What follows belongs to an exercise in optimizing a design on an open flow for small area and a short achievable clock period; a production flow would make more cautious choices.
RTL that was checked went through simulation tests only; none was proved equivalent to the original.

==> 09-02 <==
==> flow/design.v (excerpt) <==
module Integrator
          (clk,
           reset,
           In,
           Out);
export LEC_CHECK = 0
export CAP_MARGIN = 20
export CORE_MARGIN = 2
export CORE_UTILIZATION = 40
export CTS_BUF_LIST = sky130_fd_sc_hd__clkbuf_4 sky130_fd_sc_hd__clkbuf_8
export CTS_CLUSTER_DIAMETER = 100
export CTS_CLUSTER_SIZE = 30
export SETUP_SLACK_MARGIN = 4
export SLEW_MARGIN = 20
export SYNTH_HIERARCHICAL = 1
export SYNTH_MINIMUM_KEEP_SIZE = 0
create_clock -name core_clock -period 14.0 [get_ports {clk}]
standard.sh (not shown) runs the stock make flow with config.mk's settings and CLKGATE_MAP_FILE= SYNTH_SCRIPT=/design/flow/synth_recipe.tcl, a recipe that flattens the netlist after the stock synthesis.
==> flow/flow/run.sh <==
#!/bin/bash
# Layout flow: the standard synthesis and ORFS layout (standard.sh) with two
# changes to how the layout is made:
#  - the input and output ports get plain buffer cells (buffer_ports
#    -buffer_cell) instead of the delay cells buffer_ports picks by itself;
#  - clock tree synthesis adds no dummy loads (-dont_use_dummy_load); the
#    other CTS arguments are the ones ORFS builds from config.mk.
# Each step's full output goes to a log file here (ORFS keeps its own per-step
# logs under orfs/logs).
set -euo pipefail
export BUFFER_PORTS_ARGS="-buffer_cell sky130_fd_sc_hd__buf_2"
export CTS_ARGS="-sink_clustering_enable -repair_clock_nets -sink_clustering_size 30 -sink_clustering_max_diameter 100 -buf_list {sky130_fd_sc_hd__clkbuf_4 sky130_fd_sc_hd__clkbuf_8} -dont_use_dummy_load"
bash standard.sh synth > run_synth.log 2>&1
bash standard.sh > run_layout.log 2>&1
==> inputs of 05-23, as changes to 09-02 <==
--- a/flow/config.mk
+++ b/flow/config.mk
@@ -13,3 +13,3 @@
 export CTS_CLUSTER_SIZE = 30
-export SETUP_SLACK_MARGIN = 4
+export SETUP_SLACK_MARGIN = 4.8
 export SLEW_MARGIN = 20
==> run summary <==
Pin slew with the least headroom to its limit: 05-23 0.6568 ns; 09-02 0.8339 ns
Buffers & Inverters on Critical Path: 05-23 5; 09-02 4
Outcome: 05-23 finished clean; 09-02 finished clean
Finished Cell Area: 05-23 7720 sq um; 09-02 7237 sq um
Final critical-path setup slack: 05-23 4.840 ns; 09-02 4.527 ns
Met3 Resource Use GR: 05-23 0.03628; 09-02 0.03477
Fraction of final layout cells with drive strength greater than 1: 05-23 0.2569; 09-02 0.1378
Number of global-route vias before repair: 05-23 4413; 09-02 4279
# fillers: 05-23 1493; 09-02 1537
Min Clock Period, post-route: 05-23 9.160 ns; 09-02 9.473 ns
Worst hold slack: 05-23 0.3524 ns; 09-02 0.3524 ns
Non-clock buffer contribution to total cell area: 05-23 0.06451; 09-02 0.03147
Max stage delay on crit path: 05-23 0.53 ns; 09-02 0.66 ns
Setup slack of the worst register-to-register path: 05-23 8.40 ns; 09-02 8.34 ns
Portion of the clock cycle consumed by the worst path in the final layout: 05-23 0.6543; 09-02 0.6767
Global-route wire length before repair: 05-23 22220 um; 09-02 21610 um
Worst Clk Skew: 05-23 0.02374 ns; 09-02 0.02309 ns
Met1 Wirelength: 05-23 5554 um; 09-02 5474 um
Area fraction of clock buffers and clock inverters: 05-23 0.01605; 09-02 0.01712
Critical path origin: 05-23 In[9]; 09-02 In[6]

---

==> v35: inputs <==
==> flow/design.v <==
`timescale 1 ns / 1 ns
module Integrator
          (clk,
           reset,
           In,
           Out);
  input   clk;
  input   reset;
  input   signed [21:0] In;   
  output  signed [21:0] Out;   
  wire [10:0] Constant_out1;   
  wire signed [11:0] Product_cast;   
  wire signed [33:0] Product_mul_temp;   
  wire signed [32:0] Product_cast_1;   
  wire signed [20:0] Product_out1;   
  wire [10:0] Constant1_out1;   
  reg signed [21:0] Delay_out1;   
  wire [10:0] Constant2_out1;   
  wire signed [11:0] Product1_cast;   
  wire signed [33:0] Product1_mul_temp;   
  wire signed [32:0] Product1_cast_1;   
  wire signed [20:0] Product1_out1;   
  wire signed [31:0] Sum_add_cast;   
  wire signed [31:0] Sum_add_cast_1;   
  wire signed [31:0] Sum_add_temp;   
  wire signed [20:0] Sum_out1;   
  reg signed [21:0] Delay1_out1;   
  wire signed [11:0] Product2_cast;   
  wire signed [33:0] Product2_mul_temp;   
  wire signed [32:0] Product2_cast_1;   
  wire signed [20:0] Product2_out1;   
  wire signed [20:0] Sum2_out1;   
  wire signed [21:0] out_1;   
  reg signed [21:0] Delay2_reg [0:1];   
  wire signed [21:0] Delay2_reg_next [0:1];   
  wire signed [21:0] Delay2_out1;   
  wire signed [31:0] Sum1_add_cast;   
  wire signed [31:0] Sum1_add_cast_1;   
  wire signed [31:0] Sum1_add_temp;   
  assign Constant_out1 = 11'b00101101111;
  assign Product_cast = {1'b0, Constant_out1};
  assign Product_mul_temp = Product_cast * In;
  assign Product_cast_1 = Product_mul_temp[32:0];
  assign Product_out1 = Product_cast_1[20:0];
  assign Constant1_out1 = 11'b10100100010;
  always @(posedge clk or posedge reset)
    begin : Delay_process
      if (reset == 1'b1) begin
        Delay_out1 <= 22'sb0000000000000000000000;
	Delay1_out1 <= 22'sb0000000000000000000000;
        Delay2_reg[0] <= 22'sb0000000000000000000000;
        Delay2_reg[1] <= 22'sb0000000000000000000000;
      end
      else begin
        Delay_out1 <= In;
        Delay1_out1 <= Delay_out1;
        Delay2_reg[0] <= Delay2_reg_next[0];
        Delay2_reg[1] <= Delay2_reg_next[1];
      end
    end
  assign Constant2_out1 = 11'b00101101111;
  assign Product1_cast = {1'b0, Constant1_out1};
  assign Product1_mul_temp = Product1_cast * Delay_out1;
  assign Product1_cast_1 = Product1_mul_temp[32:0];
  assign Product1_out1 = Product1_cast_1[20:0];
  assign Sum_add_cast = {{11{Product_out1[20]}}, Product_out1};
  assign Sum_add_cast_1 = {{11{Product1_out1[20]}}, Product1_out1};
  assign Sum_add_temp = Sum_add_cast + Sum_add_cast_1;
  assign Sum_out1 = Sum_add_temp[20:0];
  assign Product2_cast = {1'b0, Constant2_out1};
  assign Product2_mul_temp = Product2_cast * Delay1_out1;
  assign Product2_cast_1 = Product2_mul_temp[32:0];
  assign Product2_out1 = Product2_cast_1[20:0];
  assign Sum2_out1 = Sum_out1 + Product2_out1;
  assign Delay2_out1 = Delay2_reg[1];
  assign Delay2_reg_next[0] = out_1;
  assign Delay2_reg_next[1] = Delay2_reg[0];
  assign Sum1_add_cast = {{11{Sum2_out1[20]}}, Sum2_out1};
  assign Sum1_add_cast_1 = {{10{Delay2_out1[21]}}, Delay2_out1};
  assign Sum1_add_temp = Sum1_add_cast + Sum1_add_cast_1;
  assign out_1 = Sum1_add_temp[21:0];
  assign Out = out_1;
endmodule   
==> flow/run.sh <==
#!/bin/bash
# synth_recipe.tcl (not shown) runs the flow's synth.tcl, then flattens the netlist and writes it again
# the make line also repeats each setting of config.mk as NAME=value (left out here)
make -C /OpenROAD-flow-scripts/flow DESIGN_CONFIG=/design/flow/config.mk WORK_HOME=/design/flow/orfs CLKGATE_MAP_FILE= SYNTH_SCRIPT=/design/flow/synth_recipe.tcl finish
==> flow/config.mk <==
export PLATFORM = sky130hd
export DESIGN_NAME = Integrator
export DESIGN_NICKNAME = Integrator
export VERILOG_FILES = /design/flow/design.v
export SDC_FILE = /design/flow/constraint.sdc
export NUM_CORES = 4
export LEC_CHECK = 0
export CAP_MARGIN = 20
export CORE_MARGIN = 2
export CORE_UTILIZATION = 40
export SLEW_MARGIN = 20
==> flow/constraint.sdc <==
create_clock -name core_clock -period 14.0 [get_ports {clk}]
set_input_delay 2.8000 -clock core_clock [delete_from_list [all_inputs] [get_ports {clk}]]
set_output_delay 2.8000 -clock core_clock [all_outputs]
set_load 0.01 [all_outputs]
==> v23: changes against v35 <==
==> flow/design.v (replaced) <==
`timescale 1 ns / 1 ns
module Integrator
          (clk,
           reset,
           In,
           Out);
  input   clk;
  input   reset;
  input   signed [21:0] In;
  output  signed [21:0] Out;
  reg  [20:0] rk;
  reg  [20:0] u;
  reg  [21:0] y1;
  reg  [21:0] y2;
  wire [20:0] x = In[20:0];
  wire [20:0] p = {x[11:0], 9'b0} + {~x[13:0], 7'b0} + {~x[16:0], 4'b0} + ~x + rk;
  wire [21:0] y = {p[20], p} + y2;
  wire [20:0] ax = p + ~rk + 21'd146;
  wire [20:0] rk_next = {x[10:0], 10'b0} + {x[12:0], 8'b0} + {x[15:0], 5'b0} + {x[19:0], 1'b0} + u + 21'd145;
  always @(posedge clk or posedge reset) begin
    if (reset) begin
      rk <= 21'd145;
      u  <= 21'd0;
      y1 <= 22'd0;
      y2 <= 22'd0;
    end else begin
      rk <= rk_next;
      u  <= ax;
      y1 <= y;
      y2 <= y1;
    end
  end
  assign Out = y;
endmodule   
==> comparison table <==
                                                                                 v23                          v35
Result of the run                                                     finished clean               finished clean
Compound-cell area share of the yosys netlist                                 13.04%                       5.908%
FF-to-FF setup slack                                                         8.39 ns                      4.42 ns
Fraction of the yosys area taken by sequential cells                          25.62%                       18.44%
Portion of the layout cell area used by non-clock buffers                     4.903%                       4.553%
Die X-Extent                                                                149.1 um                     174.8 um
Most common library cell in the layout ignoring fill and taps  sky130_fd_sc_hd__ha_1       sky130_fd_sc_hd__inv_1
Reg-to-reg critical path endpoint                                    u[20]$_DFF_PP0_  Delay2_reg[0][21]$_DFF_PP0_
Met3 routed wirelength                                                        348 um                       599 um
GR Layer Usage met2                                                           25.41%                       28.16%
Area fraction in and, or, nand and nor cells after synthesis                  9.352%                       1.833%
Latest clock arrival within the worst-skew pair                              0.35 ns                      0.36 ns
Least setup slack across all paths after layout                             1.814 ns                    0.4883 ns
HPWL after detailed placement                                              13,830 um                    20,260 um
Crit path from                                                                 In[4]                        In[2]
Floorplan die area                                                       22,220 um^2                  30,560 um^2
Fill count                                                                     2,025                        2,753
Via count                                                                      5,630                        6,917
Drt first-iter violations                                                        236                          216
No run of this note included a check of the RTL's function; only the layout flow was run.

---

==> inputs of onyx <==
Integrator, a different RTL version from the one above (not shown whole).
clock: 14.0 ns
lec_check: 0
cap_margin: 20
core_margin: 2
core_utilization: 40
slew_margin: 20
run.sh (not shown) runs the stock make flow with config.mk's settings and CLKGATE_MAP_FILE= SYNTH_SCRIPT=/design/flow/synth_recipe.tcl, a recipe that flattens the netlist after the stock synthesis.
Stock flow here: none of the scripts above is used.
==> violet: changes against onyx <==
--- a/flow/config.mk
+++ b/flow/config.mk
@@ -5,7 +5,9 @@
 export SDC_FILE = /design/flow/constraint.sdc
 export NUM_CORES = 4
 export LEC_CHECK = 0
+export ABC_CLOCK_PERIOD_IN_PS = 5000
 export CAP_MARGIN = 20
 export CORE_MARGIN = 2
 export CORE_UTILIZATION = 40
+export SETUP_SLACK_MARGIN = 5
 export SLEW_MARGIN = 20
==> summary of the runs <==
Against onyx, the cell area of violet is higher by 7.7%. In synthesized cell count, onyx and violet do not differ. Against onyx, the worst hold slack of violet is higher by 2.0 ps. Of violet and onyx, violet has the higher via count (gap 4.4%, measured against onyx). Of onyx and violet, violet has the higher clock skew (gap 2.3 ps). Area after synthesis is the same in violet and onyx.
No functional check of the RTL was part of any run of this note.

---

==> run B <==
Another version of the RTL of Integrator (not shown whole).
==> flow/config.mk <==
export PLATFORM = sky130hd
export DESIGN_NAME = Integrator
export DESIGN_NICKNAME = Integrator
export VERILOG_FILES = /design/flow/design.v
export SDC_FILE = /design/flow/constraint.sdc
export NUM_CORES = 4
export LEC_CHECK = 0
export CAP_MARGIN = 20
export CORE_MARGIN = 2
export CORE_UTILIZATION = 40
export CTS_BUF_LIST = sky130_fd_sc_hd__clkbuf_4 sky130_fd_sc_hd__clkbuf_8
export CTS_CLUSTER_DIAMETER = 100
export CTS_CLUSTER_SIZE = 30
export PLACE_DENSITY = 0.85
export SETUP_SLACK_MARGIN = 4
export SLEW_MARGIN = 20
export SYNTH_HIERARCHICAL = 1
export SYNTH_MINIMUM_KEEP_SIZE = 0
==> flow/constraint.sdc <==
create_clock -name core_clock -period 14.0 [get_ports {clk}]
set_input_delay 2.8000 -clock core_clock [delete_from_list [all_inputs] [get_ports {clk}]]
set_output_delay 2.8000 -clock core_clock [all_outputs]
set_load 0.01 [all_outputs]
standard.sh (not shown) runs the stock make flow with config.mk's settings and CLKGATE_MAP_FILE= SYNTH_SCRIPT=/design/flow/synth_recipe.tcl, a recipe that flattens the netlist after the stock synthesis.
Scripts as last shown in full above: flow/flow/run.sh
==> inputs of run Z, as changes to run B <==
--- a/flow/config.mk
+++ b/flow/config.mk
@@ -14,3 +14,3 @@
 export PLACE_DENSITY = 0.85
-export SETUP_SLACK_MARGIN = 4
+export SETUP_SLACK_MARGIN = 4.7
 export SLEW_MARGIN = 20
==> results.json <==
{
  "fin_crit_sh_pct": 66.2,
  "layout_common_cells": "fa_1 (121), dfrtp_1 (87), inv_1 (55), nor2_1 (53), nand2_1 (45)",
  "grt_usage_pct": 15.5,
  "status": "complete, no violations",
  "regToRegSetupSlack_ns": 7.68,
  "fin_util_pct": 46.3
}
(the above is from run Z)
==> results.json <==
{
  "grt_usage_pct": 15.5,
  "maxSlewViolCount": 0,
  "regToRegSetupSlack_ns": 7.70,
  "fin_util_pct": 44.2,
  "hold_end": "y2[11]",
  "status": "complete, no violations"
}
(the above is from run B)

---

==> job 2963: inputs <==
Integrator, a different RTL version from the one above (not shown whole).
export LEC_CHECK = 0
export CAP_MARGIN = 20
export CORE_MARGIN = 2
export CORE_UTILIZATION = 40
export CTS_BUF_LIST = sky130_fd_sc_hd__clkbuf_4 sky130_fd_sc_hd__clkbuf_8
export CTS_CLUSTER_DIAMETER = 100
export CTS_CLUSTER_SIZE = 30
export SETUP_SLACK_MARGIN = 4
export SLEW_MARGIN = 20
export SYNTH_HIERARCHICAL = 1
export SYNTH_MINIMUM_KEEP_SIZE = 0
create_clock -name core_clock -period 14.0 [get_ports {clk}]
run.sh (not shown) runs the stock make flow with config.mk's settings and CLKGATE_MAP_FILE= SYNTH_SCRIPT=/design/flow/synth_recipe.tcl, a recipe that flattens the netlist after the stock synthesis.
Stock flow here: none of the scripts above is used.
==> job 1563: changes against job 2963 <==
- CORE_UTILIZATION: 40 -> 60
- SETUP_SLACK_MARGIN: 4 -> 4.5
==> job 8857: changes against job 2963 <==
- CORE_UTILIZATION: 40 -> 60
==> flow_metrics.env <==
export IMPL_dp_worst_setup_slack_ns=3.29
export IMPL_gp_congestion=0.869
export IMPL_final_cell_mix="fa_1 (158), dfrtp_1 (86), inv_1 (67), ha_1 (34), clkdlybuf4s50_1 (25)"
export IMPL_clk_share=0.0245
export IMPL_avgRoutedWirePerCell_um=18.6
export IMPL_drt_met1_wl_um=6300
export IMPL_die_area_um2=18900
export IMPL_status="timing/DRC/antenna clean"
export IMPL_post_cts_setup_buffers=1
export IMPL_grt_max_degree=50
export IMPL_met1_usage=0.252
export IMPL_multi_input_area_share=0.588
export IMPL_cts_resized=41
export IMPL_relSlewSlack=0.551
export IMPL_rsz0062_at_grt="false"
export IMPL_cp_common_cell="fa_1"
export IMPL_core_area_um2=17400
export IMPL_max_stage_delay_ns=0.54
the above is filed under job 2963

==> flow_metrics.env <==
export IMPL_cts_resized=116
export IMPL_met1_usage=0.352
export IMPL_avgRoutedWirePerCell_um=20.3
export IMPL_post_cts_setup_buffers=16
export IMPL_cp_common_cell="fa_2"
export IMPL_grt_max_degree=52
export IMPL_clk_share=0.0214
export IMPL_grt_overflow=0
export IMPL_tightestPinTransition_ns=0.670
export IMPL_drt_met1_wl_um=6160
export IMPL_maxCapViolCount=0
export IMPL_relSlewSlack=0.553
export IMPL_final_cell_mix="fa_1 (141), dfrtp_1 (80), inv_1 (55), buf_4 (34), ha_1 (25)"
export IMPL_hp_class="reg2reg"
export IMPL_multi_input_area_share=0.595
export IMPL_rsz0062_at_grt="true"
export IMPL_status="timing/DRC/antenna clean"
export IMPL_max_stage_delay_ns=0.53
the above is filed under job 1563

==> flow_metrics.env <==
export IMPL_status="timing/DRC/antenna clean"
export IMPL_grt_max_degree=52
export IMPL_avgRoutedWirePerCell_um=19.9
export IMPL_relSlewSlack=0.550
export IMPL_gp_congestion=0.897
export IMPL_clk_share=0.0225
export IMPL_cp_common_cell="fa_1"
export IMPL_multi_input_area_share=0.594
export IMPL_max_stage_delay_ns=0.54
export IMPL_met1_usage=0.349
export IMPL_final_cell_mix="fa_1 (160), dfrtp_1 (86), inv_1 (65), ha_1 (33), clkdlybuf4s50_1 (24)"
export IMPL_drt_met1_wl_um=5800
the above is filed under job 8857

No functional check of the RTL was part of any run of this note.

==> port drivers added, routing unchanged <==
In the flow no input, the clock included, has a driving cell. The finished layouts below were timed again as built, in two steps. Step 1 assumes that a clkbuf_16 drives the clock port and a buf_2 every other input. Step 2 also shifts input and output timing later by t, the mid clock arrival at the registers, as if the neighbouring blocks saw the same clock. a / b / c = ideal ports / drivers / drivers and shift; a / b = the first two.
| run | shift t [ns] | slack for setup (ns) | worst data-port slew with drivers (ns) |
|---|---|---|---|
| 09-02 | 0.402 | 4.527 / 4.504 / 4.504 | 0.04 |
| 05-23 | 0.402 | 4.840 / 4.791 / 4.791 | 0.05 |
| v35 | 0.403 | 0.488 / 0.463 / 0.463 | 0.04 |
| v23 | 0.381 | 1.814 / 1.783 / 1.783 | 0.04 |
| onyx | 0.385 | 2.981 / 2.950 / 2.950 | 0.04 |
| violet | 0.378 | 4.340 / 4.292 / 4.292 | 0.07 |
| run B | 0.378 | 4.667 / 4.635 / 4.635 | 0.07 |
| run Z | 0.384 | 4.725 / 4.644 / 4.644 | 0.08 |
| job 2963 | 0.422 | 4.128 / 4.098 / 4.098 | 0.04 |
| job 1563 | 0.419 | 4.596 / 4.552 / 4.552 | 0.04 |
| job 8857 | 0.418 | 4.159 / 4.133 / 4.133 | 0.04 |
After both steps setup and hold are still met in every run listed. For run Z, which loses most, drivers alone change the setup slack by -0.081 ns; drivers and shift together by -0.081 ns.
